Source: an optimization exercise on an open RTL-to-GDS flow (aim: small area). Production flows keep margins and buffers that such runs may drop.
Only simulation tests tie the RTL to the original design; equivalence was not proved.

==> flow/design.v <==
module comparator_latch #
(
  parameter n_to_response_time = -1038,
  parameter p_to_response_time = -1020,
  parameter const_response_time = 1285,
  parameter n_to_tau = -1248,
  parameter p_to_tau = 1037,
  parameter const_tau = 1042,
  parameter n_to_response_time_lh = -1752,
  parameter p_to_response_time_lh = -1006,
  parameter const_response_time_lh = 1185,
  parameter n_to_tau_lh = 1131,
  parameter p_to_tau_lh = -1115,
  parameter const_tau_lh = 1529
)
(
  input clk,
  input reset,
  input sys_clk,
  input [15-1:0] n,
  input [15-1:0] p,
  output [35-1:0] out
);
  wire g0 = p[0] & p[3];
  wire g1, g2;
  cl_fa u_g1 (.a(p[1]), .b(p[4]), .c(g0), .s(g1), .co(g2));
  wire g3, g4;
  cl_fa u_g3 (.a(p[2]), .b(p[5]), .c(g2), .s(g3), .co(g4));
  wire g5, g6;
  cl_fa u_g5 (.a(p[3]), .b(p[6]), .c(g4), .s(g5), .co(g6));
  wire g7, g8;
  cl_fa u_g7 (.a(p[4]), .b(p[7]), .c(g6), .s(g7), .co(g8));
  wire g9, g10;
  cl_fa u_g9 (.a(p[5]), .b(p[8]), .c(g8), .s(g9), .co(g10));
  wire g11, g12;
  cl_fa u_g11 (.a(p[6]), .b(p[9]), .c(g10), .s(g11), .co(g12));
  wire g13, g14;
  cl_fa u_g13 (.a(p[7]), .b(p[10]), .c(g12), .s(g13), .co(g14));
  wire g15 = ~p[11];
  wire g16, g17;
  cl_fa u_g16 (.a(p[8]), .b(g15), .c(g14), .s(g16), .co(g17));
  wire g18 = g16 ^ 1'b1;
  wire g19 = g16 & 1'b1;
  wire g20, g21;
  cl_fa u_g20 (.a(p[9]), .b(g17), .c(g19), .s(g20), .co(g21));
  wire g22 = g20 ^ 1'b1;
  wire g23 = g20 & 1'b1;
  wire g24, g25;
  cl_fa u_g24 (.a(p[10]), .b(g21), .c(g23), .s(g24), .co(g25));
  wire g26 = g24 ^ 1'b1;
  wire g27 = g24 & 1'b1;
  wire g28, g29;
  cl_fa u_g28 (.a(g15), .b(g25), .c(g27), .s(g28), .co(g29));
  wire g30 = g29 ^ 1'b1;
  wire g31 = n[0] | st[3];
  wire g32 = n[1] | st[3];
  wire g33 = n[2] | st[3];
  wire g34 = n[0] & ~st[3];
  wire g35 = n[3] | st[3];
  wire g36 = st[3] ? n[3] : n[1];
  wire g37 = n[4] | st[3];
  wire g38 = st[3] ? n[4] : n[2];
  wire g39 = n[5] | st[3];
  wire g40 = st[3] ? n[5] : ~n[6];
  wire g41 = st[3] ? n[6] : ~n[7];
  wire g42 = st[3] ? n[7] : ~n[8];
  wire g43 = g1 & st[3];
  wire g44 = st[3] ? n[3] : n[0];
  wire g45 = st[3] ? n[8] : ~n[9];
  wire g46 = st[3] ? g3 : ~p[6];
  wire g47 = st[3] ? n[4] : n[1];
  wire g48 = st[3] ? n[9] : ~n[10];
  wire g49 = st[3] ? g5 : ~p[7];
  wire g50 = st[3] ? n[5] : n[2];
  wire g51 = st[3] ? n[10] : p[0];
  wire g52 = st[3] ? g7 : ~n[11];
  wire g53 = p[8] | st[3];
  wire g54 = n[3] ^ st[3];
  wire g55 = st[3] ? n[6] : p[1];
  wire g56 = st[3] ? n[11] : ~n[12];
  wire g57 = st[3] ? g9 : ~p[9];
  wire g58 = n[4] ^ st[3];
  wire g59 = st[3] ? n[7] : p[2];
  wire g60 = st[3] ? n[12] : ~n[13];
  wire g61 = st[3] ? g11 : ~p[10];
  wire g62 = p[0] | ~st[3];
  wire g63 = n[5] ^ st[3];
  wire g64 = st[3] ? n[8] : n[14];
  wire g65 = st[3] ? n[13] : p[3];
  wire g66 = st[3] ? g13 : ~p[11];
  wire g67 = p[1] | ~st[3];
  wire g68 = n[6] ^ st[3];
  wire g69 = st[3] ? n[9] : p[4];
  wire g70 = st[3] ? g18 : ~p[12];
  wire g71 = n[14] | ~st[3];
  wire g72 = p[2] | ~st[3];
  wire g73 = n[7] ^ st[3];
  wire g74 = st[3] ? n[10] : p[5];
  wire g75 = st[3] ? g22 : ~p[13];
  wire g76 = p[3] | ~st[3];
  wire g77 = n[8] ^ st[3];
  wire g78 = st[3] ? n[11] : p[6];
  wire g79 = st[3] ? g26 : p[14];
  wire g80 = p[4] | ~st[3];
  wire g81 = n[9] ^ st[3];
  wire g82 = st[3] ? n[12] : p[7];
  wire g83 = g28 & st[3];
  wire g84 = p[5] | ~st[3];
  wire g85 = n[10] ^ st[3];
  wire g86 = st[3] ? n[13] : p[8];
  wire g87 = p[6] | ~st[3];
  wire g88 = g30 | ~st[3];
  wire g89 = n[11] ^ st[3];
  wire g90 = st[3] ? ~n[14] : p[9];
  wire g91 = p[7] | ~st[3];
  wire g92 = n[12] ^ st[3];
  wire g93 = st[3] ? ~p[8] : p[10];
  wire g94 = n[13] ^ st[3];
  wire g95 = st[3] ? ~p[9] : p[11];
  wire g96 = n[14] ^ st[3];
  wire g97 = st[3] ? ~p[10] : p[12];
  wire g98 = st[3] ? p[11] : p[13];
  wire g99 = p[14] | st[3];
  wire g100 = g34 & ~g35;
  wire g101 = (g36 & ~g37) | (g36 & g100) | (~g37 & g100);
  wire g102 = (g38 & ~g39) | (g38 & g101) | (~g39 & g101);
  wire g103 = (n[3] & g40) | (n[3] & g102) | (g40 & g102);
  wire g104, g105;
  cl_fa u_g104 (.a(n[4]), .b(g41), .c(g103), .s(g104), .co(g105));
  wire g106, g107;
  cl_fa u_g106 (.a(n[5]), .b(g42), .c(g43), .s(g106), .co(g107));
  wire g108 = g105 ^ g106;
  wire g109 = g105 & g106;
  wire g110, g111;
  cl_fa u_g110 (.a(n[6]), .b(g44), .c(g45), .s(g110), .co(g111));
  wire g112, g113;
  cl_fa u_g112 (.a(g46), .b(g107), .c(g109), .s(g112), .co(g113));
  wire g114 = ~(g110 ^ g112);
  wire g115 = g110 | g112;
  wire g116, g117;
  cl_fa u_g116 (.a(n[7]), .b(g47), .c(g48), .s(g116), .co(g117));
  wire g118, g119;
  cl_fa u_g118 (.a(g49), .b(g111), .c(g113), .s(g118), .co(g119));
  wire g120, g121;
  cl_fa u_g120 (.a(g115), .b(g116), .c(g118), .s(g120), .co(g121));
  wire g122, g123;
  cl_fa u_g122 (.a(n[8]), .b(g50), .c(g51), .s(g122), .co(g123));
  wire g124, g125;
  cl_fa u_g124 (.a(g52), .b(g117), .c(g119), .s(g124), .co(g125));
  wire g126, g127;
  cl_fa u_g126 (.a(g121), .b(g122), .c(g124), .s(g126), .co(g127));
  wire g128 = g53 ^ g126;
  wire g129 = ~g53 & g126;
  wire g130, g131;
  cl_fa u_g130 (.a(n[9]), .b(g54), .c(g55), .s(g130), .co(g131));
  wire g132, g133;
  cl_fa u_g132 (.a(g56), .b(g57), .c(g123), .s(g132), .co(g133));
  wire g134, g135;
  cl_fa u_g134 (.a(g125), .b(g127), .c(g129), .s(g134), .co(g135));
  wire g136, g137;
  cl_fa u_g136 (.a(g130), .b(g132), .c(g134), .s(g136), .co(g137));
  wire g138, g139;
  cl_fa u_g138 (.a(n[10]), .b(g58), .c(g59), .s(g138), .co(g139));
  wire g140, g141;
  cl_fa u_g140 (.a(g60), .b(g61), .c(g131), .s(g140), .co(g141));
  wire g142, g143;
  cl_fa u_g142 (.a(g133), .b(g135), .c(g137), .s(g142), .co(g143));
  wire g144, g145;
  cl_fa u_g144 (.a(g138), .b(g140), .c(g142), .s(g144), .co(g145));
  wire g146 = g62 ^ g144;
  wire g147 = ~g62 & g144;
  wire g148, g149;
  cl_fa u_g148 (.a(n[11]), .b(g63), .c(g64), .s(g148), .co(g149));
  wire g150, g151;
  cl_fa u_g150 (.a(g65), .b(g66), .c(g139), .s(g150), .co(g151));
  wire g152, g153;
  cl_fa u_g152 (.a(g141), .b(g143), .c(g145), .s(g152), .co(g153));
  wire g154, g155;
  cl_fa u_g154 (.a(g147), .b(g148), .c(g150), .s(g154), .co(g155));
  wire g156 = ~g67;
  wire g157, g158;
  cl_fa u_g157 (.a(g156), .b(g152), .c(g154), .s(g157), .co(g158));
  wire g159, g160;
  cl_fa u_g159 (.a(n[12]), .b(g68), .c(g69), .s(g159), .co(g160));
  wire g161, g162;
  cl_fa u_g161 (.a(g70), .b(g149), .c(g151), .s(g161), .co(g162));
  wire g163, g164;
  cl_fa u_g163 (.a(g153), .b(g155), .c(g158), .s(g163), .co(g164));
  wire g165, g166;
  cl_fa u_g165 (.a(g159), .b(g161), .c(g163), .s(g165), .co(g166));
  wire g167 = ~g165;
  wire g168, g169;
  cl_fa u_g168 (.a(g71), .b(g72), .c(g167), .s(g168), .co(g169));
  wire g170, g171;
  cl_fa u_g170 (.a(n[13]), .b(g73), .c(g74), .s(g170), .co(g171));
  wire g172, g173;
  cl_fa u_g172 (.a(g75), .b(g160), .c(g162), .s(g172), .co(g173));
  wire g174, g175;
  cl_fa u_g174 (.a(g164), .b(g166), .c(g170), .s(g174), .co(g175));
  wire g176 = ~g172;
  wire g177, g178;
  cl_fa u_g177 (.a(g76), .b(g169), .c(g176), .s(g177), .co(g178));
  wire g179 = g174 ^ g177;
  wire g180 = g174 & ~g177;
  wire g181, g182;
  cl_fa u_g181 (.a(n[14]), .b(g80), .c(g178), .s(g181), .co(g182));
  wire g183, g184;
  cl_fa u_g183 (.a(g77), .b(g78), .c(g79), .s(g183), .co(g184));
  wire g185, g186;
  cl_fa u_g185 (.a(g171), .b(g173), .c(g175), .s(g185), .co(g186));
  wire g187, g188;
  cl_fa u_g187 (.a(g180), .b(g183), .c(g185), .s(g187), .co(g188));
  wire g189 = ~(~g181 ^ g187);
  wire g190 = ~g181 | g187;
  wire g191, g192;
  cl_fa u_g191 (.a(g81), .b(g82), .c(g83), .s(g191), .co(g192));
  wire g193, g194;
  cl_fa u_g193 (.a(g184), .b(g186), .c(g188), .s(g193), .co(g194));
  wire g195, g196;
  cl_fa u_g195 (.a(g190), .b(g191), .c(g193), .s(g195), .co(g196));
  wire g197 = ~g195;
  wire g198, g199;
  cl_fa u_g198 (.a(g84), .b(g182), .c(g197), .s(g198), .co(g199));
  wire g200, g201;
  cl_fa u_g200 (.a(g87), .b(g88), .c(g199), .s(g200), .co(g201));
  wire g202, g203;
  cl_fa u_g202 (.a(g85), .b(g86), .c(g192), .s(g202), .co(g203));
  wire g204, g205;
  cl_fa u_g204 (.a(g194), .b(g196), .c(g202), .s(g204), .co(g205));
  wire g206 = g200 ^ g204;
  wire g207 = ~g200 & g204;
  wire g208, g209;
  cl_fa u_g208 (.a(g89), .b(g90), .c(g203), .s(g208), .co(g209));
  wire g210, g211;
  cl_fa u_g210 (.a(g205), .b(g207), .c(g208), .s(g210), .co(g211));
  wire g212 = ~g210;
  wire g213, g214;
  cl_fa u_g213 (.a(g91), .b(g201), .c(g212), .s(g213), .co(g214));
  wire g215, g216;
  cl_fa u_g215 (.a(g92), .b(g93), .c(g209), .s(g215), .co(g216));
  wire g217 = ~g214;
  wire g218, g219;
  cl_fa u_g218 (.a(g211), .b(g217), .c(g215), .s(g218), .co(g219));
  wire g220, g221;
  cl_fa u_g220 (.a(g94), .b(g95), .c(g216), .s(g220), .co(g221));
  wire g222 = ~(g219 ^ g220);
  wire g223 = g219 | g220;
  wire g224, g225;
  cl_fa u_g224 (.a(g97), .b(g221), .c(g223), .s(g224), .co(g225));
  wire g226 = g96 ^ g224;
  wire g227 = ~g96 & g224;
  wire g228, g229;
  cl_fa u_g228 (.a(g98), .b(g225), .c(g227), .s(g228), .co(g229));
  wire g230 = g228 ^ 1'b1;
  wire g231 = g228 & 1'b1;
  wire g232 = ~g99;
  wire g233, g234;
  cl_fa u_g233 (.a(g232), .b(g229), .c(g231), .s(g233), .co(g234));
  wire g235 = g234 ^ 1'b1;
  wire g236 = g234 & 1'b1;
  wire g237 = g236 ^ 1'b1;
  wire g238 = 16'd1279 >> {st[3], st[2:0]};
  wire g239 = (g104 & ~g238) | ((g104 | ~g238) & 1'b0);
  wire g240 = 16'd62228 >> {st[3], st[2:0]};
  wire g241 = (g108 & ~g240) | ((g108 | ~g240) & g239);
  wire g242 = 16'd24 >> {st[3], st[2:0]};
  wire g243 = (g114 & ~g242) | ((g114 | ~g242) & g241);
  wire g244 = 16'd64288 >> {st[3], st[2:0]};
  wire g245 = (g120 & ~g244) | ((g120 | ~g244) & g243);
  wire g246 = 16'd3307 >> {st[3], st[2:0]};
  wire g247 = (~g128 & ~g246) | ((~g128 | ~g246) & g245);
  wire g248 = 16'd1255 >> {st[3], st[2:0]};
  wire g249 = (g136 & ~g248) | ((g136 | ~g248) & g247);
  wire g250 = 16'd62260 >> {st[3], st[2:0]};
  wire g251 = (~g146 & ~g250) | ((~g146 | ~g250) & g249);
  wire g252 = 16'd199 >> {st[3], st[2:0]};
  wire g253 = (g157 & ~g252) | ((g157 | ~g252) & g251);
  wire g254 = 16'd199 >> {st[3], st[2:0]};
  wire g255 = (~g168 & ~g254) | ((~g168 | ~g254) & g253);
  wire g256 = 16'd56 >> {st[3], st[2:0]};
  wire g257 = (~g179 & ~g256) | ((~g179 | ~g256) & g255);
  wire g258 = 16'd64256 >> {st[3], st[2:0]};
  wire g259 = (g189 & ~g258) | ((g189 | ~g258) & g257);
  wire g260 = 16'd63467 >> {st[3], st[2:0]};
  wire g261 = (~g198 & ~g260) | ((~g198 | ~g260) & g259);
  wire g262 = 16'd243 >> {st[3], st[2:0]};
  wire g263 = (~g206 & ~g262) | ((~g206 | ~g262) & g261);
  wire g264 = 16'd64316 >> {st[3], st[2:0]};
  wire g265 = (~g213 & ~g264) | ((~g213 | ~g264) & g263);
  wire g266 = 16'd63467 >> {st[3], st[2:0]};
  wire g267 = (g218 & ~g266) | ((g218 | ~g266) & g265);
  wire g268 = 16'd243 >> {st[3], st[2:0]};
  wire g269 = (g222 & ~g268) | ((g222 | ~g268) & g267);
  wire g270 = 16'd64316 >> {st[3], st[2:0]};
  wire g271 = (~g226 & ~g270) | ((~g226 | ~g270) & g269);
  wire g272 = 16'd3307 >> {st[3], st[2:0]};
  wire g273 = (g230 & ~g272) | ((g230 | ~g272) & g271);
  wire g274 = 16'd65304 >> {st[3], st[2:0]};
  wire g275 = (g233 & ~g274) | ((g233 | ~g274) & g273);
  wire g276 = 16'd65336 >> {st[3], st[2:0]};
  wire g277 = (g235 & ~g276) | ((g235 | ~g276) & g275);
  wire g278 = 16'd199 >> {st[3], st[2:0]};
  wire g279 = (~g237 & ~g278) | ((~g237 | ~g278) & g277);
  wire g280 = ((st[2:0] == 3'd0) | (st[2:0] >= 3'd6)) ? (st[2:0] >= 3'd6) : g279;
  wire g281 = ~g104 | 1'b1;
  wire g282 = ~g108 | g281;
  wire g283 = ~g114 & g282;
  wire g284 = ~g120 & g283;
  wire g285 = ~~g128 & g284;
  wire g286 = ~g136 | g285;
  wire g287 = ~~g146 | g286;
  wire g288 = ~g157 & g287;
  wire g289 = ~~g168 & g288;
  wire g290 = ~~g179 & g289;
  wire g291 = ~g189 & g290;
  wire g292 = ~~g198 & g291;
  wire g293 = ~~g206 | g292;
  wire g294 = ~~g213 & g293;
  wire g295 = ~g218 & g294;
  wire g296 = ~g222 | g295;
  wire g297 = ~~g226 & g296;
  wire g298 = ~g230 & g297;
  wire g299 = ~g233 | g298;
  wire g300 = ~g235 | g299;
  wire g301 = ~~g237 & g300;
  wire g302 = ~g301;
  wire g303 = ~g237;
  wire g304 = ~g104 | 1'b1;
  wire g305 = ~g108 & g304;
  wire g306 = ~g114 | g305;
  wire g307 = ~g120 | g306;
  wire g308 = ~~g128 | g307;
  wire g309 = ~g136 | g308;
  wire g310 = ~~g146 | g309;
  wire g311 = ~g157 & g310;
  wire g312 = ~~g168 & g311;
  wire g313 = ~~g179 & g312;
  wire g314 = ~g189 | g313;
  wire g315 = ~~g198 & g314;
  wire g316 = ~~g206 | g315;
  wire g317 = ~~g213 | g316;
  wire g318 = ~g218 & g317;
  wire g319 = ~g222 | g318;
  wire g320 = ~~g226 | g319;
  wire g321 = ~g230 | g320;
  wire g322 = ~g233 & g321;
  wire g323 = ~g235 | g322;
  wire g324 = ~~g237 & g323;
  wire g325 = ~g324;
  wire g326 = (st[2:0] == 3'd1 || st[2:0] == 3'd2) ? ((g302 & ~g279) | g303) : (st[2:0] == 3'd3) ? (~g325 | (g302 & ~g279) | g303) : (st[2:0] != 3'd0);
  wire g327 = (n[0] & ~p[0]) | ((n[0] | ~p[0]) & 1'b0);
  wire g328 = (n[1] & ~p[1]) | ((n[1] | ~p[1]) & g327);
  wire g329 = (n[2] & ~p[2]) | ((n[2] | ~p[2]) & g328);
  wire g330 = (n[3] & ~p[3]) | ((n[3] | ~p[3]) & g329);
  wire g331 = (n[4] & ~p[4]) | ((n[4] | ~p[4]) & g330);
  wire g332 = (n[5] & ~p[5]) | ((n[5] | ~p[5]) & g331);
  wire g333 = (n[6] & ~p[6]) | ((n[6] | ~p[6]) & g332);
  wire g334 = (n[7] & ~p[7]) | ((n[7] | ~p[7]) & g333);
  wire g335 = (n[8] & ~p[8]) | ((n[8] | ~p[8]) & g334);
  wire g336 = (n[9] & ~p[9]) | ((n[9] | ~p[9]) & g335);
  wire g337 = (n[10] & ~p[10]) | ((n[10] | ~p[10]) & g336);
  wire g338 = (n[11] & ~p[11]) | ((n[11] | ~p[11]) & g337);
  wire g339 = (n[12] & ~p[12]) | ((n[12] | ~p[12]) & g338);
  wire g340 = (n[13] & ~p[13]) | ((n[13] | ~p[13]) & g339);
  wire g341 = (n[14] & ~p[14]) | ((n[14] | ~p[14]) & g340);
  wire done1 = g280;
  wire done2 = g326;
  wire n_gt_p = g341;
  reg [3:0] st;
  reg prev_sys_clk;
  wire [2:0] cnt = st[2:0];
  wire start = ~prev_sys_clk & sys_clk & n_gt_p & (~n[14] | (n[13:0] == 14'd0));
  always @(posedge clk) prev_sys_clk <= sys_clk;
  always @(posedge clk) begin
    if (reset) st <= 4'd7;
    else if (st == 4'd7 || st == 4'd13) st <= start ? 4'd0 : 4'd13;
    else if (st == 4'd14) st <= (prev_sys_clk & ~sys_clk) ? 4'd8 : 4'd14;
    else if (st == 4'd15) st <= 4'd15;
    else if (~st[3]) st <= done1 ? 4'd14 : st + 4'd1;
    else st <= done2 ? 4'd15 : st + 4'd1;
  end
  wire is_r = (st == 4'd7);
  wire nz = ~((st == 4'd15) | (st[3] & (st[2:0] != 3'd0) & (st[2:0] < 3'd5)));
  assign out = {1'b0, 1'b0, 1'b0, nz, nz, 1'b0, nz, 1'b0, 1'b0, nz, nz, 1'b0, 1'b0, is_r, is_r, 1'b0, 1'b0, is_r, is_r, 1'b0, 1'b0, is_r, is_r, 1'b0, 1'b0, is_r, is_r, 1'b0, 1'b0, is_r, is_r, 1'b0, 1'b0, is_r, is_r};
endmodule
module cl_fa(input a, input b, input c, output s, output co);
  assign s = a ^ b ^ c;
  assign co = (a & b) | (a & c) | (b & c);
endmodule
==> flow/flow/run.sh <==
#!/bin/bash
# The standard layout, with two changes:
#  - ABC maps the logic for area only (map -a, no buffering or upsizing), from a copy of
#    ORFS's scripts whose abc_area.script is replaced (ABC_AREA is 1 in config.mk);
#  - the port buffers are made from the smallest buffer cell.
set -euo pipefail
rm -rf scripts_area
cp -r "$FLOW_HOME/scripts" scripts_area
printf 'strash\ndch\nmap -a\ntopo\nstime -c\ndnsize -c\n' > scripts_area/abc_area.script
bash standard.sh "SCRIPTS_DIR=$PWD/scripts_area" \
  "BUFFER_PORTS_ARGS=-buffer_cell sky130_fd_sc_hd__buf_1" finish > make_finish.log 2>&1
==> flow/standard.sh <==
#!/bin/bash
# synth_recipe.tcl (not shown) runs the flow's synth.tcl, then flattens the netlist and writes it again
# the make line also repeats each setting of config.mk as NAME=value (left out here)
make -C /OpenROAD-flow-scripts/flow DESIGN_CONFIG=/design/flow/config.mk WORK_HOME=/design/flow/orfs CLKGATE_MAP_FILE= SYNTH_SCRIPT=/design/flow/synth_recipe.tcl "${@:-finish}"
==> flow/config.mk <==
export PLATFORM = sky130hd
export DESIGN_NAME = comparator_latch
export DESIGN_NICKNAME = comparator_latch
export VERILOG_FILES = /design/flow/design.v
export SDC_FILE = /design/flow/constraint.sdc
export NUM_CORES = 4
export LEC_CHECK = 0
export ABC_AREA = 1
export CAP_MARGIN = 20
export CORE_MARGIN = 2
export CORE_UTILIZATION = 40
export CTS_BUF_LIST = sky130_fd_sc_hd__clkbuf_2
export SLEW_MARGIN = 20
export SYNTH_HIERARCHICAL = 1
export SYNTH_MINIMUM_KEEP_SIZE = 0
==> flow/constraint.sdc <==
create_clock -name core_clock -period 26.0 [get_ports {clk}]
set_input_delay 5.2000 -clock core_clock [delete_from_list [all_inputs] [get_ports {clk}]]
set_output_delay 5.2000 -clock core_clock [all_outputs]
set_load 0.01 [all_outputs]
==> run summary, run 1 <==
# TYPE chip_impl_metric gauge
chip_impl_info{name="timing_worst_setup_path_type",value="primary input to flop"} 1
chip_impl_metric{name="timing.final.max_slew_violations",unit=""} 0
chip_impl_metric{name="drt_first_pass_iters",unit=""} 5
chip_impl_info{name="final_common_cell",value="clkinv_1"} 1
chip_impl_info{name="cts_tree",value="built"} 1
chip_impl_metric{name="port_buffers",unit=""} 49
chip_impl_info{name="gr-max-usage-layer",value="met2"} 1
chip_impl_metric{name="cts_hold_buffers",unit=""} 0
chip_impl_metric{name="synth-edff-count",unit=""} 0
chip_impl_metric{name="drc",unit=""} 0
chip_impl_metric{name="syn2layout_area_growth",unit="%"} 4.54
chip_impl_metric{name="route.antenna.remaining_nets",unit=""} 0
chip_impl_metric{name="hpwl_reported_at_the_end_of_detailed_placement",unit="mm"} 7.22
chip_impl_metric{name="synthArstFlopShare",unit=""} 0
chip_impl_metric{name="tightestPinTransition",unit="ns"} 0.629
chip_impl_info{name="synth_top_cell_by_area",value="fa_1"} 1
chip_impl_metric{name="arrival",unit="ns"} 21.68
chip_impl_metric{name="layout_cells_sized_above_1",unit=""} 0.0195
chip_impl_info{name="cp-end-kind",value="flop"} 1
chip_impl_info{name="run_status",value="timing/DRC/antenna clean"} 1
chip_impl_info{name="timing.critical_path.from_type",value="primary input"} 1
chip_impl_metric{name="cts.path.max_buffers",unit=""} 2
chip_impl_metric{name="maxSlewHeadroom",unit=""} 0.581
chip_impl_metric{name="clk_latency",unit="ns"} 0.21
chip_impl_metric{name="die_width",unit="um"} 95.6
chip_impl_metric{name="pin_count",unit=""} 68
chip_impl_metric{name="placed_area",unit="um^2"} 3490
chip_impl_metric{name="dpl_worst_slack",unit="ns"} 4.19
chip_impl_metric{name="syn_inst",unit=""} 425
chip_impl_metric{name="synth.ff_latch_count",unit=""} 5
chip_impl_metric{name="post_synth_instance_area",unit="um^2"} 3360
chip_impl_metric{name="drv_cap",unit=""} 0
chip_impl_metric{name="hold_viol",unit=""} 0
chip_impl_metric{name="antenna_cells",unit=""} 0
chip_impl_metric{name="synth_largest_type_area_fraction",unit=""} 0.375
chip_impl_metric{name="postRouteWirelength",unit="mm"} 8.16
chip_impl_metric{name="globalRoute.totalOverflow",unit=""} 0
chip_impl_metric{name="grtUsageTotal",unit=""} 0.194
chip_impl_metric{name="wire_length_of_the_first_global_routing_pass",unit="mm"} 13.9
chip_impl_metric{name="cts_repair_resize_count",unit=""} 0
chip_impl_metric{name="htree_levels",unit=""} 1
chip_impl_metric{name="max_freq",unit="GHz"} 0.0463
chip_impl_metric{name="place_congestion",unit=""} 0.899
chip_impl_metric{name="final.period_utilization",unit=""} 0.831
chip_impl_metric{name="worst_clk_skew",unit="ns"} 0.00984
chip_impl_metric{name="yosys_warnings",unit=""} 7
chip_impl_metric{name="cts_buffers",unit=""} 3
chip_impl_metric{name="clock-sinks",unit=""} 5
chip_impl_metric{name="grt_max_degree",unit=""} 62
chip_impl_metric{name="design.core.area",unit="um^2"} 8180
chip_impl_metric{name="antenna_found_initial",unit=""} 0
chip_impl_metric{name="dr_vias",unit=""} 2985
chip_impl_info{name="synth.area.top_cells",value="fa_1 38%, ha_1 8.6%, clkinv_1 8.3%"} 1
chip_impl_metric{name="met2_usage",unit=""} 0.344
chip_impl_metric{name="critical_path_required",unit="ns"} 26.07
chip_impl_metric{name="yosysSeqAreaShare",unit=""} 0.0298
chip_impl_metric{name="globalRouteMet3Util",unit=""} 0.0119
chip_impl_metric{name="final.setup.worst_slack",unit="ns"} 4.39
chip_impl_metric{name="synthesis.area_per_instance",unit="um^2"} 7.90
chip_impl_info{name="root_buffer_cell",value="clkbuf_2"} 1
chip_impl_metric{name="first_global_vias",unit=""} 2970
chip_impl_info{name="critical-path-top-cell-by-count",value="fa_1"} 1
chip_impl_info{name="crit_path_top_delay_cell",value="fa_1"} 1
chip_impl_metric{name="die_y",unit="um"} 95.6
chip_impl_metric{name="drt_iter0_drc",unit=""} 143
chip_impl_info{name="holdCritPathClass",value="flop to flop"} 1
chip_impl_metric{name="die-area",unit="um^2"} 9150
chip_impl_metric{name="via_per_inst",unit=""} 5.26
chip_impl_metric{name="grtUsageMet1",unit=""} 0.271
chip_impl_metric{name="netlist-cell-type-count",unit=""} 31
chip_impl_metric{name="rrSetupSlack",unit="ns"} 7.87
chip_impl_metric{name="post_cts_buffers",unit=""} 0
chip_impl_metric{name="clk_pin_slew_worst_paths",unit="ns"} 0.06
chip_impl_metric{name="final_nets",unit=""} 582
chip_impl_info{name="ys_dominant_reg_cell",value="dfxtp_1"} 1
chip_impl_metric{name="worstPathMaxFanout",unit=""} 5
chip_impl_metric{name="final_design_area_no_fill",unit="um^2"} 3510
chip_impl_metric{name="setup_viol",unit=""} 0
chip_impl_info{name="rsz0062_at_grt",value="false"} 1
chip_impl_metric{name="rows",unit=""} 33
chip_impl_metric{name="finalSetupTns",unit="ns"} 0
chip_impl_metric{name="detail_route.wl_per_cell",unit="um"} 14.4
chip_impl_metric{name="initial_core_util",unit=""} 0.411
chip_impl_info{name="layout_common_cells",value="74 x clkinv_1, 63 x fa_1, 50 x nor2_1, 49 x buf_1, 41 x a21oi_1"} 1
chip_impl_metric{name="post-route-min-period",unit="ns"} 21.61
chip_impl_metric{name="critical-path-max-stage-delay",unit="ns"} 0.59
-- cell families after synthesis --
group           Yosys count  synth area share
buf+inv                 109             0.161
simple gates            104             0.125
flops                     5            0.0298
xor+xnor                  7            0.0182
fa+ha+maj                93             0.482
compound gates          106             0.183
other cells               1           0.00112
-- flip-flops by register name, indices dropped and copies added (netlist names) --
| name | count |
|---|---|
| prev_sys_clk | 1 |
| st | 4 |
-- modules after synthesis (local to each module, per instance) --
module,flops+latches,times used
cl_fa,0,63
comparator_latch,5,1
-- worst max-delay path, delay by kind of cell --
family                   cells  cell delay [ns]
AND/OR/NAND/NOR              5             0.64
AO/OA/AOI/OAI                6             1.13
buffers and inverters       10             0.85
adder cells (fa/ha/maj)     36            13.87
-- cell type report --
| type | instances | area (um^2) |
|---|---|---|
| fill | 859 | 4660 |
| multi-input combinational | 328 | 2780 |
| inverter | 74 | 278 |
| timing repair buffer | 51 | 199 |
| tap | 105 | 131 |
| sequential | 5 | 101 |
| clock buffer | 4 | 20.0 |
-- per-layer routing --
layer	vias up	part of all wire
met5	-	0
li1	1435	-
met2	118	0.49
met3	6	0.055
met1	1426	0.45
met4	0	0.0075
-- path summary, 6_finish.rpt --
kind,from,end,cells past startpoint
worst max-delay path,n[3],st[3]$_SDFF_PP0_,57
worst min-delay path,prev_sys_clk$_DFF_P_,st[1]$_SDFF_PP1_,5
worst max register to register,st[3]$_SDFF_PP0_,st[3]$_SDFF_PP0_,58
worst min register to register,prev_sys_clk$_DFF_P_,st[1]$_SDFF_PP1_,5
-- cell usage after synthesis (3+ instances only) --
library cell,number
a21oi_1,41
o31ai_1,3
o21ai_0,31
buf_4,35
nor3_1,6
o22ai_1,8
nand3_1,4
clkinv_1,74
o41ai_1,3
nand2_1,38
maj3_1,7
dfxtp_1,5
nand4_1,3
ha_1,23
a31oi_1,5
xor2_1,7
nor2_1,50
fa_1,63
-- through the flow --
stage	hold WS [ns]	util	cells
after floorplan	0.639	-	442
after global placement	0.699	0.427	563
after detailed placement	0.691	0.427	563
after CTS	0.704	0.430	567
after global routing	0.762	0.430	567
final	0.706	0.430	567
==> run 2, diff against run 1 <==
--- a/flow/design.v
+++ b/flow/design.v
@@ -259,49 +259,49 @@
   wire g235 = g234 ^ 1'b1;
   wire g236 = g234 & 1'b1;
   wire g237 = g236 ^ 1'b1;
-  wire g238 = 16'd1279 >> {st[3], st[2:0]};
+  wire g238 = 16'd8447 >> {st[3], st[2:0]};
   wire g239 = (g104 & ~g238) | ((g104 | ~g238) & 1'b0);
-  wire g240 = 16'd62228 >> {st[3], st[2:0]};
+  wire g240 = 16'd55200 >> {st[3], st[2:0]};
   wire g241 = (g108 & ~g240) | ((g108 | ~g240) & g239);
-  wire g242 = 16'd24 >> {st[3], st[2:0]};
+  wire g242 = 16'd136 >> {st[3], st[2:0]};
   wire g243 = (g114 & ~g242) | ((g114 | ~g242) & g241);
-  wire g244 = 16'd64288 >> {st[3], st[2:0]};
+  wire g244 = 16'd57152 >> {st[3], st[2:0]};
   wire g245 = (g120 & ~g244) | ((g120 | ~g244) & g243);
-  wire g246 = 16'd3307 >> {st[3], st[2:0]};
+  wire g246 = 16'd10335 >> {st[3], st[2:0]};
   wire g247 = (~g128 & ~g246) | ((~g128 | ~g246) & g245);
-  wire g248 = 16'd1255 >> {st[3], st[2:0]};
+  wire g248 = 16'd8311 >> {st[3], st[2:0]};
   wire g249 = (g136 & ~g248) | ((g136 | ~g248) & g247);
-  wire g250 = 16'd62260 >> {st[3], st[2:0]};
+  wire g250 = 16'd55264 >> {st[3], st[2:0]};
   wire g251 = (~g146 & ~g250) | ((~g146 | ~g250) & g249);
-  wire g252 = 16'd199 >> {st[3], st[2:0]};
+  wire g252 = 16'd55 >> {st[3], st[2:0]};
   wire g253 = (g157 & ~g252) | ((g157 | ~g252) & g251);
-  wire g254 = 16'd199 >> {st[3], st[2:0]};
+  wire g254 = 16'd55 >> {st[3], st[2:0]};
   wire g255 = (~g168 & ~g254) | ((~g168 | ~g254) & g253);
-  wire g256 = 16'd56 >> {st[3], st[2:0]};
+  wire g256 = 16'd200 >> {st[3], st[2:0]};
   wire g257 = (~g179 & ~g256) | ((~g179 | ~g256) & g255);
-  wire g258 = 16'd64256 >> {st[3], st[2:0]};
+  wire g258 = 16'd57088 >> {st[3], st[2:0]};
   wire g259 = (g189 & ~g258) | ((g189 | ~g258) & g257);
-  wire g260 = 16'd63467 >> {st[3], st[2:0]};
+  wire g260 = 16'd63327 >> {st[3], st[2:0]};
   wire g261 = (~g198 & ~g260) | ((~g198 | ~g260) & g259);
-  wire g262 = 16'd243 >> {st[3], st[2:0]};
+  wire g262 = 16'd215 >> {st[3], st[2:0]};
   wire g263 = (~g206 & ~g262) | ((~g206 | ~g262) & g261);
-  wire g264 = 16'd64316 >> {st[3], st[2:0]};
+  wire g264 = 16'd57320 >> {st[3], st[2:0]};
   wire g265 = (~g213 & ~g264) | ((~g213 | ~g264) & g263);
-  wire g266 = 16'd63467 >> {st[3], st[2:0]};
+  wire g266 = 16'd63327 >> {st[3], st[2:0]};
   wire g267 = (g218 & ~g266) | ((g218 | ~g266) & g265);
-  wire g268 = 16'd243 >> {st[3], st[2:0]};
+  wire g268 = 16'd215 >> {st[3], st[2:0]};
   wire g269 = (g222 & ~g268) | ((g222 | ~g268) & g267);
-  wire g270 = 16'd64316 >> {st[3], st[2:0]};
+  wire g270 = 16'd57320 >> {st[3], st[2:0]};
   wire g271 = (~g226 & ~g270) | ((~g226 | ~g270) & g269);
-  wire g272 = 16'd3307 >> {st[3], st[2:0]};
+  wire g272 = 16'd10335 >> {st[3], st[2:0]};
   wire g273 = (g230 & ~g272) | ((g230 | ~g272) & g271);
-  wire g274 = 16'd65304 >> {st[3], st[2:0]};
+  wire g274 = 16'd65416 >> {st[3], st[2:0]};
   wire g275 = (g233 & ~g274) | ((g233 | ~g274) & g273);
-  wire g276 = 16'd65336 >> {st[3], st[2:0]};
+  wire g276 = 16'd65480 >> {st[3], st[2:0]};
   wire g277 = (g235 & ~g276) | ((g235 | ~g276) & g275);
-  wire g278 = 16'd199 >> {st[3], st[2:0]};
+  wire g278 = 16'd55 >> {st[3], st[2:0]};
   wire g279 = (~g237 & ~g278) | ((~g237 | ~g278) & g277);
-  wire g280 = ((st[2:0] == 3'd0) | (st[2:0] >= 3'd6)) ? (st[2:0] >= 3'd6) : g279;
+  wire g280 = ((st[2:0] == 3'd1)) ? 1'b0 : ((st[2:0] == 3'd4)) ? 1'b1 : g279;
   wire g281 = ~g104 | 1'b1;
   wire g282 = ~g108 | g281;
   wire g283 = ~g114 & g282;
@@ -347,7 +347,7 @@
   wire g323 = ~g235 | g322;
   wire g324 = ~~g237 & g323;
   wire g325 = ~g324;
-  wire g326 = (st[2:0] == 3'd1 || st[2:0] == 3'd2) ? ((g302 & ~g279) | g303) : (st[2:0] == 3'd3) ? (~g325 | (g302 & ~g279) | g303) : (st[2:0] != 3'd0);
+  wire g326 = ((st[2:0] == 3'd2) | (st[2:0] == 3'd5)) ? ((g302 & ~g279) | g303) : ((st[2:0] == 3'd3)) ? (~g325 | (g302 & ~g279) | g303) : ((st[2:0] == 3'd1)) ? 1'b0 : 1'b1;
   wire g327 = (n[0] & ~p[0]) | ((n[0] | ~p[0]) & 1'b0);
   wire g328 = (n[1] & ~p[1]) | ((n[1] | ~p[1]) & g327);
   wire g329 = (n[2] & ~p[2]) | ((n[2] | ~p[2]) & g328);
@@ -368,19 +368,21 @@
   wire n_gt_p = g341;
   reg [3:0] st;
   reg prev_sys_clk;
-  wire [2:0] cnt = st[2:0];
+  wire [2:0] lf = {st[1:0], st[2] ^ st[1]};
   wire start = ~prev_sys_clk & sys_clk & n_gt_p & (~n[14] | (n[13:0] == 14'd0));
   always @(posedge clk) prev_sys_clk <= sys_clk;
   always @(posedge clk) begin
-    if (reset) st <= 4'd7;
-    else if (st == 4'd7 || st == 4'd13) st <= start ? 4'd0 : 4'd13;
-    else if (st == 4'd14) st <= (prev_sys_clk & ~sys_clk) ? 4'd8 : 4'd14;
-    else if (st == 4'd15) st <= 4'd15;
-    else if (~st[3]) st <= done1 ? 4'd14 : st + 4'd1;
-    else st <= done2 ? 4'd15 : st + 4'd1;
+    if (reset) st <= 4'd0;
+    else case (st)
+      4'd0, 4'd8: st <= start ? 4'd1 : 4'd8;
+      4'd12: st <= (prev_sys_clk & ~sys_clk) ? 4'd9 : 4'd12;
+      4'd14: st <= 4'd14;
+      4'd9, 4'd10, 4'd13, 4'd11, 4'd15: st <= done2 ? 4'd14 : {1'b1, lf};
+      default: st <= done1 ? 4'd12 : {1'b0, lf};
+    endcase
   end
-  wire is_r = (st == 4'd7);
-  wire nz = ~((st == 4'd15) | (st[3] & (st[2:0] != 3'd0) & (st[2:0] < 3'd5)));
+  wire is_r = (st == 4'd0);
+  wire nz = ~((st == 4'd14) | (st == 4'd10) | (st == 4'd13) | (st == 4'd11) | (st == 4'd15));
   assign out = {1'b0, 1'b0, 1'b0, nz, nz, 1'b0, nz, 1'b0, 1'b0, nz, nz, 1'b0, 1'b0, is_r, is_r, 1'b0, 1'b0, is_r, is_r, 1'b0, 1'b0, is_r, is_r, 1'b0, 1'b0, is_r, is_r, 1'b0, 1'b0, is_r, is_r, 1'b0, 1'b0, is_r, is_r};
 endmodule
 module cl_fa(input a, input b, input c, output s, output co);
==> run 2 against run 1 <==
- fmax rose by 3.7%
- setup slack improved by 0.76 ns
- non-clock buffer count stayed put
- via count decreased by 6.9%
- die area shrank 6.0%
- wire length fell by 4.4%
- first-iteration DRC count is 45% higher
- sequential share of layout area rose by 0.19 points
==> run summary, run 2 <==
# TYPE chip_impl_metric gauge
chip_impl_metric{name="final.period_utilization",unit=""} 0.802
chip_impl_info{name="crit_path_top_delay_cell",value="fa_1"} 1
chip_impl_metric{name="final_core_util",unit=""} 0.429
chip_impl_metric{name="rrSetupSlack",unit="ns"} 9.44
chip_impl_metric{name="route.antenna.remaining_nets",unit=""} 0
chip_impl_metric{name="netlist-cell-type-count",unit=""} 30
chip_impl_metric{name="max_freq",unit="GHz"} 0.0480
chip_impl_metric{name="post_synth_instance_area",unit="um^2"} 3150
chip_impl_info{name="synth.area.top_cells",value="fa_1 40%, buf_4 8.3%, clkinv_1 7.4%"} 1
chip_impl_metric{name="cts_buffers",unit=""} 3
chip_impl_metric{name="syn_inst",unit=""} 399
chip_impl_metric{name="clk_pin_slew_worst_paths",unit="ns"} 0.06
chip_impl_info{name="final_common_cell",value="fa_1"} 1
chip_impl_metric{name="hpwl_reported_at_the_end_of_detailed_placement",unit="mm"} 6.87
chip_impl_metric{name="ff2ff_path_depth",unit=""} 56
chip_impl_metric{name="design.core.area",unit="um^2"} 7690
chip_impl_metric{name="final_nets",unit=""} 546
chip_impl_metric{name="synthesis.area_per_instance",unit="um^2"} 7.89
chip_impl_info{name="ys_dominant_reg_cell",value="dfxtp_1"} 1
chip_impl_info{name="r2r-start",value="st[3]$_SDFF_PP0_"} 1
chip_impl_metric{name="antenna_cells",unit=""} 0
chip_impl_metric{name="critical-path-max-stage-delay",unit="ns"} 0.58
chip_impl_info{name="setup.worst_path.end",value="st[2]$_SDFF_PP0_"} 1
chip_impl_metric{name="finalSetupTns",unit="ns"} 0
chip_impl_info{name="cts_tree",value="built"} 1
chip_impl_metric{name="synth_largest_type_area_fraction",unit=""} 0.400
chip_impl_metric{name="post_cts_buffers",unit=""} 0
chip_impl_metric{name="cts_hold_buffers",unit=""} 0
chip_impl_info{name="timing_worst_setup_path_type",value="primary input to flop"} 1
chip_impl_metric{name="drt_iter0_drc",unit=""} 208
chip_impl_info{name="top_register",value="st"} 1
chip_impl_metric{name="worst_clk_skew",unit="ns"} 0.000647
chip_impl_metric{name="number_of_flip_flops_under_the_largest_register_name",unit=""} 4
chip_impl_metric{name="worstPathMaxFanout",unit=""} 4
chip_impl_info{name="yosysMostFrequentCell",value="fa_1"} 1
chip_impl_metric{name="grtUsageTotal",unit=""} 0.196
chip_impl_metric{name="yosysSeqAreaShare",unit=""} 0.0318
chip_impl_metric{name="pin_count",unit=""} 68
chip_impl_metric{name="port_buffers",unit=""} 49
chip_impl_metric{name="cts_repair_resize_count",unit=""} 0
chip_impl_info{name="run_status",value="timing/DRC/antenna clean"} 1
chip_impl_info{name="critical-path-top-cell-by-count",value="fa_1"} 1
chip_impl_metric{name="place_congestion",unit=""} 0.897
chip_impl_metric{name="dr_vias",unit=""} 2779
chip_impl_metric{name="hold_viol",unit=""} 0
chip_impl_info{name="yosys-top-cells-count",value="63 x fa_1, 62 x clkinv_1, 51 x nor2_1, 43 x nand2_1, 35 x buf_4"} 1
chip_impl_metric{name="syn2layout_area_growth",unit="%"} 4.73
chip_impl_metric{name="detail_route.wl_per_cell",unit="um"} 14.5
chip_impl_metric{name="synth.ff_latch_count",unit=""} 5
chip_impl_info{name="rsz0062_at_grt",value="false"} 1
chip_impl_metric{name="clk_latency",unit="ns"} 0.22
chip_impl_metric{name="wire_length_of_the_first_global_routing_pass",unit="mm"} 13.6
chip_impl_metric{name="drc",unit=""} 0
chip_impl_metric{name="initial_core_util",unit=""} 0.410
chip_impl_metric{name="yosys_warnings",unit=""} 7
chip_impl_metric{name="via_per_inst",unit=""} 5.17
chip_impl_info{name="cp-end-kind",value="flop"} 1
chip_impl_info{name="holdCritPathClass",value="flop to flop"} 1
chip_impl_metric{name="setup_viol",unit=""} 0
chip_impl_metric{name="timing.final.max_slew_violations",unit=""} 0
chip_impl_metric{name="fin_hold_ws",unit="ns"} 0.533
chip_impl_info{name="layout_common_cells",value="63 x fa_1, 62 x clkinv_1, 51 x nor2_1, 49 x buf_1, 43 x nand2_1"} 1
chip_impl_info{name="largestRegisters",value="st (4), prev_sys_clk (1)"} 1
chip_impl_metric{name="htree_levels",unit=""} 1
chip_impl_metric{name="drt_first_pass_iters",unit=""} 4
chip_impl_metric{name="postRouteWirelength",unit="mm"} 7.80
chip_impl_metric{name="tightestPinTransition",unit="ns"} 0.627
chip_impl_metric{name="maxSlewHeadroom",unit=""} 0.577
chip_impl_metric{name="grt_max_degree",unit=""} 56
chip_impl_metric{name="die_y",unit="um"} 92.7
chip_impl_metric{name="clock-sinks",unit=""} 5
chip_impl_info{name="timing.critical_path.from_type",value="primary input"} 1
chip_impl_metric{name="arrival",unit="ns"} 20.95
chip_impl_metric{name="rows",unit=""} 32
chip_impl_metric{name="globalRoute.totalOverflow",unit=""} 0
chip_impl_metric{name="critical_path_required",unit="ns"} 26.10
chip_impl_metric{name="first_global_vias",unit=""} 2816
chip_impl_metric{name="layout_cells_sized_above_1",unit=""} 0.0183
chip_impl_info{name="root_buffer_cell",value="clkbuf_2"} 1
chip_impl_info{name="synth_top_cell_by_area",value="fa_1"} 1
chip_impl_info{name="timing.rr.end",value="st[2]$_SDFF_PP0_"} 1
chip_impl_metric{name="post-route-min-period",unit="ns"} 20.85
chip_impl_metric{name="synth-edff-count",unit=""} 0
chip_impl_metric{name="drv_cap",unit=""} 0
chip_impl_metric{name="synthArstFlopShare",unit=""} 0
chip_impl_metric{name="die-area",unit="um^2"} 8600
chip_impl_metric{name="cts.path.max_buffers",unit=""} 2
chip_impl_metric{name="antenna_found_initial",unit=""} 0
chip_impl_metric{name="die_width",unit="um"} 92.7
chip_impl_info{name="crit_path_start",value="p[3]"} 1
[run 2: critical path, delay by kind of cell]
kind,cells,cell delay (ns)
simple gates,4,0.35
fa+ha+maj,34,13.42
compound gates,5,1.02
buf+inv,11,0.93
[run 2: cells by family (layout without fill, tap and decap cells)]
| kind of cell | after synthesis | in the layout | synth area share |
|---|---|---|---|
| simple gates | 111 | 111 | 0.141 |
| compound gates | 100 | 100 | 0.190 |
| buf+inv | 97 | 117 | 0.157 |
| fa+ha+maj | 78 | 78 | 0.458 |
| xor+xnor | 7 | 7 | 0.0195 |
| flops | 5 | 5 | 0.0318 |
| other cells | 1 | 18 | 0.00119 |
[run 2: per-module statistics from Yosys, one instance, submodules excluded]
module            cells  times used
cl_fa                 1          63
comparator_latch    336           1
[run 2: area by class of cell]
| class | count | area [um^2] |
|---|---|---|
| fill | 810 | 4390 |
| multi-input combinational | 314 | 2620 |
| inverter | 62 | 233 |
| timing repair buffer | 51 | 199 |
| tap | 102 | 128 |
| sequential | 5 | 101 |
| clock buffer | 4 | 20.0 |
[run 2: worst min-delay path by stage]
stage | from | endpoint | cells past startpoint
6_report | prev_sys_clk$_DFF_P_ | st[0]$_SDFF_PP0_ | 2
5_1_grt | prev_sys_clk$_DFF_P_ | st[0]$_SDFF_PP0_ | 2
4_1_cts | prev_sys_clk$_DFF_P_ | st[0]$_SDFF_PP0_ | 2
3_5_place_dp | prev_sys_clk$_DFF_P_ | st[0]$_SDFF_PP0_ | 2
3_3_place_gp | prev_sys_clk$_DFF_P_ | st[0]$_SDFF_PP0_ | 2
2_1_floorplan | prev_sys_clk$_DFF_P_ | st[0]$_SDFF_PP0_ | 2
[run 2: through the flow]
| stage | setup WS (ns) | instance area, um^2 | instances |
|---|---|---|---|
| 2_1_floorplan | 5.82 | 3210 | 416 |
| 6_report | 5.15 | 3300 | 538 |
| 3_3_place_gp | 5.20 | 3280 | 534 |
| 5_1_grt | 4.40 | 3300 | 538 |
| 3_5_place_dp | 4.87 | 3280 | 534 |
| 4_1_cts | 5.11 | 3300 | 538 |
[run 2: routing by layer]
layer | track usage | vias up | part of all wire
li1 | - | 1368 | -
met1 | 0.279 | 1320 | 0.45
met2 | 0.341 | 87 | 0.48
met3 | 0.0171 | 4 | 0.057
met4 | 0.0123 | 0 | 0.0071
met5 | 0 | - | 0
==> run 3, diff against run 2 <==
==> flow/flow/run.sh (replaced) <==
#!/bin/bash
# The standard layout, with three changes:
#  - ABC maps the logic for area only (map -a, no buffering or upsizing), from a copy of
#    ORFS's scripts whose abc_area.script is replaced (ABC_AREA is 1 in config.mk);
#  - the port buffers are made from the smallest buffer cell;
#  - the constant outputs share one tie cell instead of one tie cell each.
set -euo pipefail
rm -rf scripts_area
cp -r "$FLOW_HOME/scripts" scripts_area
printf 'strash\ndch\nmap -a\ntopo\nstime -c\ndnsize -c\n' > scripts_area/abc_area.script
bash standard.sh "SCRIPTS_DIR=$PWD/scripts_area" \
  "BUFFER_PORTS_ARGS=-buffer_cell sky130_fd_sc_hd__buf_1" \
  SKIP_REPAIR_TIE_FANOUT=1 finish > make_finish.log 2>&1
--- a/flow/config.mk
+++ b/flow/config.mk
@@ -9,7 +9,8 @@
 export CAP_MARGIN = 20
 export CORE_MARGIN = 2
 export CORE_UTILIZATION = 40
-export CTS_BUF_LIST = sky130_fd_sc_hd__clkbuf_2
+export CTS_BUF_LIST = sky130_fd_sc_hd__clkbuf_1
+export GPL_TIMING_DRIVEN = 0
 export SLEW_MARGIN = 20
 export SYNTH_HIERARCHICAL = 1
 export SYNTH_MINIMUM_KEEP_SIZE = 0
==> run 3 against run 2 <==
- fmax is essentially flat
- register-to-register slack worse by 0.23 ns
- synthesized cell count unchanged
- first-iteration DRC count fell by 32%
- cell count grew 3.2%
- critical path depth is the same
- wire length up 3.4%
- global-route usage up 0.25 points
- largest cell class unchanged
- highest routed layer unchanged
==> run summary, run 3 <==
# TYPE chip_impl_metric gauge
chip_impl_metric{name="worst_clk_skew",unit="ns"} 0.00210
chip_impl_metric{name="initial_core_util",unit=""} 0.410
chip_impl_metric{name="wire_length_of_the_first_global_routing_pass",unit="mm"} 13.7
chip_impl_metric{name="critical_path_required",unit="ns"} 26.16
chip_impl_metric{name="post_synth_instance_area",unit="um^2"} 3150
chip_impl_metric{name="route.layer.met1.wl",unit="mm"} 3.73
chip_impl_info{name="run_status",value="timing/DRC/antenna clean"} 1
chip_impl_info{name="holdCritPathClass",value="flop to flop"} 1
chip_impl_info{name="crit_path_top_delay_cell",value="fa_1"} 1
chip_impl_metric{name="route.antenna.remaining_nets",unit=""} 0
chip_impl_info{name="timing.rr.end",value="st[2]$_SDFF_PP0_"} 1
chip_impl_metric{name="syn2layout_area_growth",unit="%"} 11.1
chip_impl_metric{name="synth.ff_latch_count",unit=""} 5
chip_impl_metric{name="critical-path-max-stage-delay",unit="ns"} 0.58
chip_impl_metric{name="tightestPinTransition",unit="ns"} 0.661
chip_impl_metric{name="grt_max_degree",unit=""} 46
chip_impl_metric{name="clk_latency",unit="ns"} 0.27
chip_impl_metric{name="synth-edff-count",unit=""} 0
chip_impl_metric{name="final_core_util",unit=""} 0.455
chip_impl_metric{name="first_global_vias",unit=""} 2908
chip_impl_info{name="synth.area.top_cells",value="fa_1 40%, buf_4 8.3%, clkinv_1 7.4%"} 1
chip_impl_metric{name="timing.final.max_slew_violations",unit=""} 0
chip_impl_metric{name="synth_largest_type_area_fraction",unit=""} 0.400
chip_impl_metric{name="rrSetupSlack",unit="ns"} 9.21
chip_impl_info{name="worstHoldStart",value="prev_sys_clk$_DFF_P_"} 1
chip_impl_info{name="final_common_cell",value="fa_1"} 1
chip_impl_metric{name="hold_viol",unit=""} 0
chip_impl_info{name="crit_path_start",value="p[3]"} 1
chip_impl_metric{name="die_y",unit="um"} 92.7
chip_impl_metric{name="finalSetupTns",unit="ns"} 0
chip_impl_info{name="cp-end-kind",value="flop"} 1
chip_impl_metric{name="met3WireLength",unit="um"} 460
chip_impl_metric{name="rows",unit=""} 32
chip_impl_metric{name="drv_cap",unit=""} 0
chip_impl_metric{name="netlist-cell-type-count",unit=""} 30
chip_impl_metric{name="arrival",unit="ns"} 21.02
chip_impl_metric{name="die-area",unit="um^2"} 8600
chip_impl_metric{name="port_buffers",unit=""} 49
chip_impl_info{name="layout_common_cells",value="63 x fa_1, 61 x clkinv_1, 51 x nor2_1, 49 x buf_1, 43 x nand2_1"} 1
chip_impl_info{name="timing_worst_setup_path_type",value="primary input to flop"} 1
chip_impl_metric{name="synth_simple_gate_area_frac",unit=""} 0.141
chip_impl_metric{name="synthesized_area_fraction_occupied_by_ao_oa_aoi_and_oai_cells",unit=""} 0.190
chip_impl_metric{name="htree_levels",unit=""} 1
chip_impl_metric{name="cts_repair_resize_count",unit=""} 0
chip_impl_metric{name="via_per_inst",unit=""} 5.12
chip_impl_metric{name="hold-path-cell-count",unit=""} 2
chip_impl_metric{name="pin_count",unit=""} 68
chip_impl_info{name="hold_path_end",value="st[0]$_SDFF_PP0_"} 1
chip_impl_metric{name="postRouteWirelength",unit="mm"} 8.06
chip_impl_metric{name="setup_viol",unit=""} 0
chip_impl_info{name="route.top_layer_used",value="met4"} 1
chip_impl_info{name="top_register",value="st"} 1
chip_impl_info{name="root_buffer_cell",value="clkbuf_1"} 1
chip_impl_info{name="ys_dominant_reg_cell",value="dfxtp_1"} 1
chip_impl_metric{name="design.core.area",unit="um^2"} 7690
chip_impl_metric{name="clock-sinks",unit=""} 5
chip_impl_info{name="cts_tree",value="built"} 1
chip_impl_metric{name="mux_share_of_post_synthesis_cell_area",unit=""} 0
chip_impl_metric{name="synthesis.area_per_instance",unit="um^2"} 7.89
chip_impl_metric{name="final.period_utilization",unit=""} 0.802
chip_impl_metric{name="drc",unit=""} 0
chip_impl_info{name="critical-path-top-cell-by-count",value="fa_1"} 1
chip_impl_metric{name="number_of_flip_flops_under_the_largest_register_name",unit=""} 4
chip_impl_info{name="synth_top_family_by_area",value="adder cells"} 1
chip_impl_metric{name="die_width",unit="um"} 92.7
chip_impl_info{name="largestRegisters",value="st (4), prev_sys_clk (1)"} 1
chip_impl_metric{name="hpwl_reported_at_the_end_of_detailed_placement",unit="mm"} 7.01
chip_impl_info{name="rsz0062_at_grt",value="false"} 1
chip_impl_metric{name="maxSlewHeadroom",unit=""} 0.558
chip_impl_metric{name="worstPathMaxFanout",unit=""} 4
chip_impl_metric{name="synthArstFlopShare",unit=""} 0
chip_impl_metric{name="fillerInstances",unit=""} 822
chip_impl_metric{name="final_nets",unit=""} 563
chip_impl_info{name="yosys-top-cells-count",value="63 x fa_1, 62 x clkinv_1, 51 x nor2_1, 43 x nand2_1, 35 x buf_4"} 1
chip_impl_metric{name="fin_hold_ws",unit="ns"} 0.546
chip_impl_metric{name="clk_pin_slew_worst_paths",unit="ns"} 0.11
chip_impl_metric{name="dr_vias",unit=""} 2844
chip_impl_metric{name="antenna_cells",unit=""} 0
chip_impl_metric{name="max_freq",unit="GHz"} 0.0479
chip_impl_info{name="r2r-start",value="st[3]$_SDFF_PP0_"} 1
chip_impl_info{name="timing.critical_path.from_type",value="primary input"} 1
chip_impl_metric{name="drt_iter0_drc",unit=""} 141
chip_impl_metric{name="place_congestion",unit=""} 0.893
chip_impl_metric{name="yosys_warnings",unit=""} 7
chip_impl_metric{name="cts_buffers",unit=""} 3
chip_impl_metric{name="yosysSeqAreaShare",unit=""} 0.0318
chip_impl_metric{name="met2WireLength",unit="mm"} 3.85
chip_impl_metric{name="grtUsageTotal",unit=""} 0.198
chip_impl_metric{name="post-route-min-period",unit="ns"} 20.86
chip_impl_metric{name="cts.path.max_buffers",unit=""} 2
chip_impl_info{name="synth_top_cell_by_area",value="fa_1"} 1
chip_impl_metric{name="layout_cells_sized_above_1",unit=""} 0.0861
chip_impl_metric{name="detail_route.wl_per_cell",unit="um"} 14.5
chip_impl_metric{name="synth-xor-area-share",unit=""} 0.0195
chip_impl_metric{name="cts_hold_buffers",unit=""} 0
chip_impl_info{name="yosysMostFrequentCell",value="fa_1"} 1
chip_impl_metric{name="syn_inst",unit=""} 399
chip_impl_metric{name="drt_first_pass_iters",unit=""} 4
chip_impl_metric{name="post_synth_fa_ha_maj_area_fraction",unit=""} 0.458
chip_impl_metric{name="globalRoute.totalOverflow",unit=""} 0
chip_impl_metric{name="ff2ff_path_depth",unit=""} 54
chip_impl_metric{name="antenna_found_initial",unit=""} 0
chip_impl_metric{name="post_cts_buffers",unit=""} 0
==> run 3: area by class of cell <==
class | count | area [um^2] | share of cell area
Sequential cell | 5 | 101 | 0.0290
Inverter | 62 | 234 | 0.0669
Tap cell | 102 | 128 | 0.0365
Buffer | 35 | 263 | 0.0751
Timing Repair Buffer | 50 | 204 | 0.0583
Multi-Input combinational cell | 297 | 2550 | 0.730
Clock buffer | 4 | 15.0 | 0.00429
==> run 3: logic make-up (layout without fill, tap and decap cells) <==
logic type	count (synthesis)	count (layout)
AOI/OAI and AO/OA	100	100
DFF	5	5
buffers and inverters	97	151
other	1	1
and+or+nand+nor	111	111
xor gates and xnor gates	7	7
adders and majority gates	78	78
==> run 3: worst max path at each step <==
| stage | to | cells past startpoint |
|---|---|---|
| finish | st[2]$_SDFF_PP0_ | 54 |
| global route | st[2]$_SDFF_PP0_ | 54 |
| CTS | st[2]$_SDFF_PP0_ | 54 |
| detailed placement | st[2]$_SDFF_PP0_ | 54 |
| global placement | st[2]$_SDFF_PP0_ | 54 |
| floorplan | st[2]$_SDFF_PP0_ | 53 |
==> run 3: routing by layer <==
metal / vias up / track usage
li1: 1404 / -
met1: 1351 / 0.281
met2: 87 / 0.342
met3: 2 / 0.0244
met4: 0 / 0.0123
met5: - / 0
==> run 3: critical path, delay by kind of cell <==
kind            cells  cell delay (ns)
fa+ha+maj          34            13.50
compound gates      5             1.03
buf+inv            11             0.93
simple gates        4             0.35
==> run 3: modules after synthesis, one instance, submodules excluded <==
module	flops+latches	cells inside	times used	cell area (um^2)
comparator_latch	5	336	1	1890
cl_fa	0	1	63	20.0
==> run 3: metrics by stage <==
step	instance area, um^2	setup slack [ns]	instances
finish	3500	5.14	555
global route	3500	4.46	555
CTS	3500	5.15	555
detailed placement	3480	4.83	551
global placement	3460	5.00	550
floorplan	3150	5.82	399

## re-timing with driven ports
No port has a modelled driver above. Below, the same layouts with a new extraction and two added sets of constraints.
Step 1 assumes that a clkbuf_16 drives the clock port and a buf_2 every other input.
Step 2 adds t to the input delays and takes it off the output delays; t is the mean of the earliest and latest rising clock arrival at the registers after step 1. Input paths then give back, and output paths get back, about the clock's delay inside the block.
Three values: ideal ports, drivers, drivers and shift; two values: the first two.
run	t, ns	setup WS [ns]	latest minus earliest clock arrival (ns)
run 1	0.224	4.386 / 4.383 / 4.159	0.009 / 0.010
run 2	0.235	5.148 / 5.142 / 4.906	0.001 / 0.001
run 3	0.285	5.143 / 5.137 / 4.852	0.002 / 0.002
After both steps setup and hold are still met in every run listed. For run 3, which loses most, drivers alone change the setup slack by -0.006 ns; drivers and shift together by -0.291 ns.
